Background: an optimization exercise with open tools, aiming at small area and a short achievable clock period. Do not read the settings as production practice.
The RTL was checked by simulation tests, not by an equivalence proof against the original design.
No activity file was given, so power comes from the tool's default toggle rates.

==> flow/design.v <==
module fifo #(
  parameter int unsigned DEPTH = 64,   
  parameter int unsigned WIDTH = 64    
) (
  input  logic                 clk,
  input  logic                 rst,
  input  logic                 enq_valid,
  output logic                 enq_ready,
  input  logic [WIDTH-1:0]     enq_data,
  output logic                 deq_valid,
  input  logic                 deq_ready,
  output logic [WIDTH-1:0]     deq_data,
  output logic                 full,
  output logic                 empty
);
  localparam int unsigned PTRW = $clog2(DEPTH);
  logic [WIDTH-1:0] mem [0:DEPTH-1];
  logic [PTRW-1:0]  wr_ptr, rd_ptr;
  logic [PTRW-1:0]  occ;                  
  logic full_q, nempty_q, one_q, last_q;
  logic full_o, nempty_o;
  assign full      = full_o;
  assign enq_ready = !full_o;
  assign deq_valid = nempty_o;
  assign empty     = !nempty_o;
  logic do_enq, do_deq;
  assign do_enq = enq_valid && !full_q;
  assign do_deq = deq_ready && nempty_q;
  assign occ = wr_ptr - rd_ptr;
  logic occ_is2, occ_is_last2;
  assign occ_is2      = (occ == PTRW'(2));
  assign occ_is_last2 = (occ == PTRW'(DEPTH-2));
  logic lone_enq, lone_deq;
  assign lone_enq = do_enq && !do_deq;
  assign lone_deq = do_deq && !do_enq;
  logic nempty_n, full_n, one_n, last_n;
  assign nempty_n = (nempty_q | enq_valid) & !(one_q & deq_ready & !enq_valid);
  assign full_n   = (full_q & !deq_ready) | (last_q & enq_valid & !deq_ready);
  assign one_n    = lone_enq ? !nempty_q : lone_deq ? occ_is2 : one_q;
  assign last_n   = lone_enq ? occ_is_last2 : lone_deq ? full_q : last_q;
  logic nempty_o_n, full_o_n;
  assign nempty_o_n = (nempty_o | enq_valid) & !(one_q & deq_ready & !enq_valid);
  assign full_o_n   = (full_o & !deq_ready) | (last_q & enq_valid & !deq_ready);
  logic [DEPTH-1:0] rd_sel, rd_dec, rd_sel_n;
  always_comb begin
    for (int i = 0; i < DEPTH; i++) begin
      rd_dec[i]   = (rd_ptr == PTRW'(i));
      rd_sel_n[i] = nempty_n &&
                    (!nempty_q ? rd_dec[i] :
                     deq_ready ? rd_sel[(i + DEPTH - 1) % DEPTH] : rd_sel[i]);
    end
  end
  always_ff @(posedge clk or negedge rst) begin
    if (!rst) begin
      wr_ptr   <= '0;
      rd_ptr   <= '0;
      rd_sel   <= '0;
      full_q   <= 1'b0;
      nempty_q <= 1'b0;
      full_o   <= 1'b0;
      nempty_o <= 1'b0;
      one_q    <= 1'b0;
      last_q   <= 1'b0;
    end else begin
      if (do_enq) wr_ptr <= wr_ptr + 1'b1;
      if (do_deq) rd_ptr <= rd_ptr + 1'b1;
      rd_sel   <= rd_sel_n;
      full_q   <= full_n;
      nempty_q <= nempty_n;
      full_o   <= full_o_n;
      nempty_o <= nempty_o_n;
      one_q    <= one_n;
      last_q   <= last_n;
    end
  end
  logic [WIDTH-1:0] rdata;
  always_comb begin
    rdata = '0;
    for (int i = 0; i < DEPTH; i++)
      rdata = rdata | (mem[i] & {WIDTH{rd_sel[i]}});
  end
  always_ff @(posedge clk or negedge rst) begin
    if (!rst)           deq_data <= '0;
    else if (do_deq)    deq_data <= rdata;
  end
  localparam int unsigned LOW = PTRW / 2;
  localparam int unsigned NLO = 1 << LOW;
  localparam int unsigned NHI = DEPTH / NLO;
  logic [NLO-1:0] wr_lo;
  logic [NHI-1:0] wr_hi;
  always_ff @(posedge clk or negedge rst) begin
    if (!rst) begin
      wr_lo <= NLO'(1);
      wr_hi <= NHI'(1);
    end else if (do_enq) begin
      wr_lo <= {wr_lo[NLO-2:0], wr_lo[NLO-1]};
      if (wr_lo[NLO-1]) wr_hi <= {wr_hi[NHI-2:0], wr_hi[NHI-1]};
    end
  end
  always_ff @(posedge clk) begin
    for (int i = 0; i < DEPTH; i++)
      if (do_enq && wr_lo[i % NLO] && wr_hi[i / NLO]) mem[i] <= enq_data;
  end
endmodule
==> flow/config.mk <==
export PLATFORM = sky130hd
export DESIGN_NAME = fifo
export DESIGN_NICKNAME = fifo
export VERILOG_FILES = /design/flow/design.v
export SDC_FILE = /design/flow/constraint.sdc
export NUM_CORES = 4
export LEC_CHECK = 0
export CAP_MARGIN = 20
export CORE_MARGIN = 2
export CORE_UTILIZATION = 65
export PLACE_DENSITY = 0.75
export SETUP_SLACK_MARGIN = 2.0
export SLEW_MARGIN = 20
export TNS_END_PERCENT = 100
==> flow/constraint.sdc <==
create_clock -name core_clock -period 5.0 [get_ports {clk}]
set_input_delay 1.0000 -clock core_clock [delete_from_list [all_inputs] [get_ports {clk}]]
set_output_delay 1.0000 -clock core_clock [all_outputs]
set_load 0.01 [all_outputs]
run.sh (not shown) runs the stock make flow with config.mk's settings and CLKGATE_MAP_FILE= SYNTH_SCRIPT=/design/flow/synth_recipe.tcl, a recipe that flattens the netlist after the stock synthesis.
The baseline ran to the end with no violations.
Change:
==> flow/flow/run.sh (new file) <==
#!/bin/bash
# The standard layout (standard.sh), with three changes to how it is made:
#  - the port buffers are buf_4 cells instead of the default delay buffer;
#  - after global placement, flow/move_obuf.tcl moves each output port's
#    buffer beside the register that drives it (detailed placement then
#    legalizes it), so the register no longer drives the long wire to the pin;
#  - the resizer may swap a cell for one of another footprint, so it can
#    size those buffers and other cells freely when repairing timing.
# make's full output goes to flow_make.log here; each ORFS step also keeps
# its own log under orfs/logs/.
set -euo pipefail
here=$(pwd)
bash standard.sh \
  MATCH_CELL_FOOTPRINT=0 \
  "BUFFER_PORTS_ARGS=-buffer_cell sky130_fd_sc_hd__buf_4" \
  "POST_GLOBAL_PLACE_TCL=$here/flow/move_obuf.tcl" \
  finish > flow_make.log 2>&1
==> flow/flow/move_obuf.tcl (new file) <==
# Hook run after global placement (POST_GLOBAL_PLACE_TCL): put the buffer of
# each output port right beside the cell that drives it, so the long wire to
# the pin is driven by the buffer and not by the register.  Detailed
# placement legalizes the moved buffers afterwards.
set block [ord::get_db_block]
set moved 0
foreach bt [$block getBTerms] {
  if {[$bt getIoType] ne "OUTPUT"} { continue }
  set net [$bt getNet]
  if {$net eq "NULL"} { continue }
  set buf ""
  foreach it [$net getITerms] {
    if {[$it isOutputSignal]} { set buf [$it getInst] }
  }
  if {$buf eq ""} { continue }
  set drv ""
  foreach it [$buf getITerms] {
    if {![$it isInputSignal]} { continue }
    set in_net [$it getNet]
    if {$in_net eq "NULL"} { continue }
    foreach it2 [$in_net getITerms] {
      if {[$it2 isOutputSignal]} { set drv [$it2 getInst] }
    }
  }
  if {$drv eq ""} { continue }
  set bb [$drv getBBox]
  $buf setLocation [$bb xMax] [$bb yMin]
  incr moved
}
puts "move_obuf: moved $moved output buffers next to their drivers"
==> flow/standard.sh (new file) <==
#!/bin/bash
# synth_recipe.tcl (not shown) runs the flow's synth.tcl, then flattens the netlist and writes it again
# the make line also repeats each setting of config.mk as NAME=value (left out here)
make -C /OpenROAD-flow-scripts/flow DESIGN_CONFIG=/design/flow/config.mk WORK_HOME=/design/flow/orfs CLKGATE_MAP_FILE= SYNTH_SCRIPT=/design/flow/synth_recipe.tcl "${@:-finish}"
CORE_UTILIZATION = 45   (was 65)
PLACE_DENSITY = 0.6   (was 0.75)
SETUP_SLACK_MARGIN = 2.5   (was 2.0)
removed: flow/run.sh
After rerunning:
- The changed run completed with no timing, DRC or antenna violations
- sequential power is lower by about 4%
- die area is higher by 44%
- sequential share of layout area is lower by 3.1 points

[afterwards: timing with drivers on the ports]
The flow's constraints put no driver on any port. The routed layouts listed below were extracted and timed again, unchanged, in two steps. Step 1: set_driving_cell puts a clkbuf_16 on clk and a buf_2 on each other input, an assumption about the parent block. Step 2, shift: input delay + t, output delay - t, t = (earliest + latest rising clock arrival at the registers) / 2. This alone moves slack from input paths to output paths. Slacks: ideal / step 1 / step 2; pairs: ideal / step 1.
run | shift t [ns] | setup slack, ns | hold WS [ns]
the first run | 1.088 | 1.749 / 1.749 / 0.980 | 0.216 / 0.135 / 0.502
the second run | 1.109 | 2.160 / 2.160 / 1.431 | 0.040 / 0.003 / 0.490
After both steps setup and hold are still met in every run listed. For the first run, which loses most, drivers alone change the setup slack by 0.000 ns; drivers and shift together by -0.769 ns.
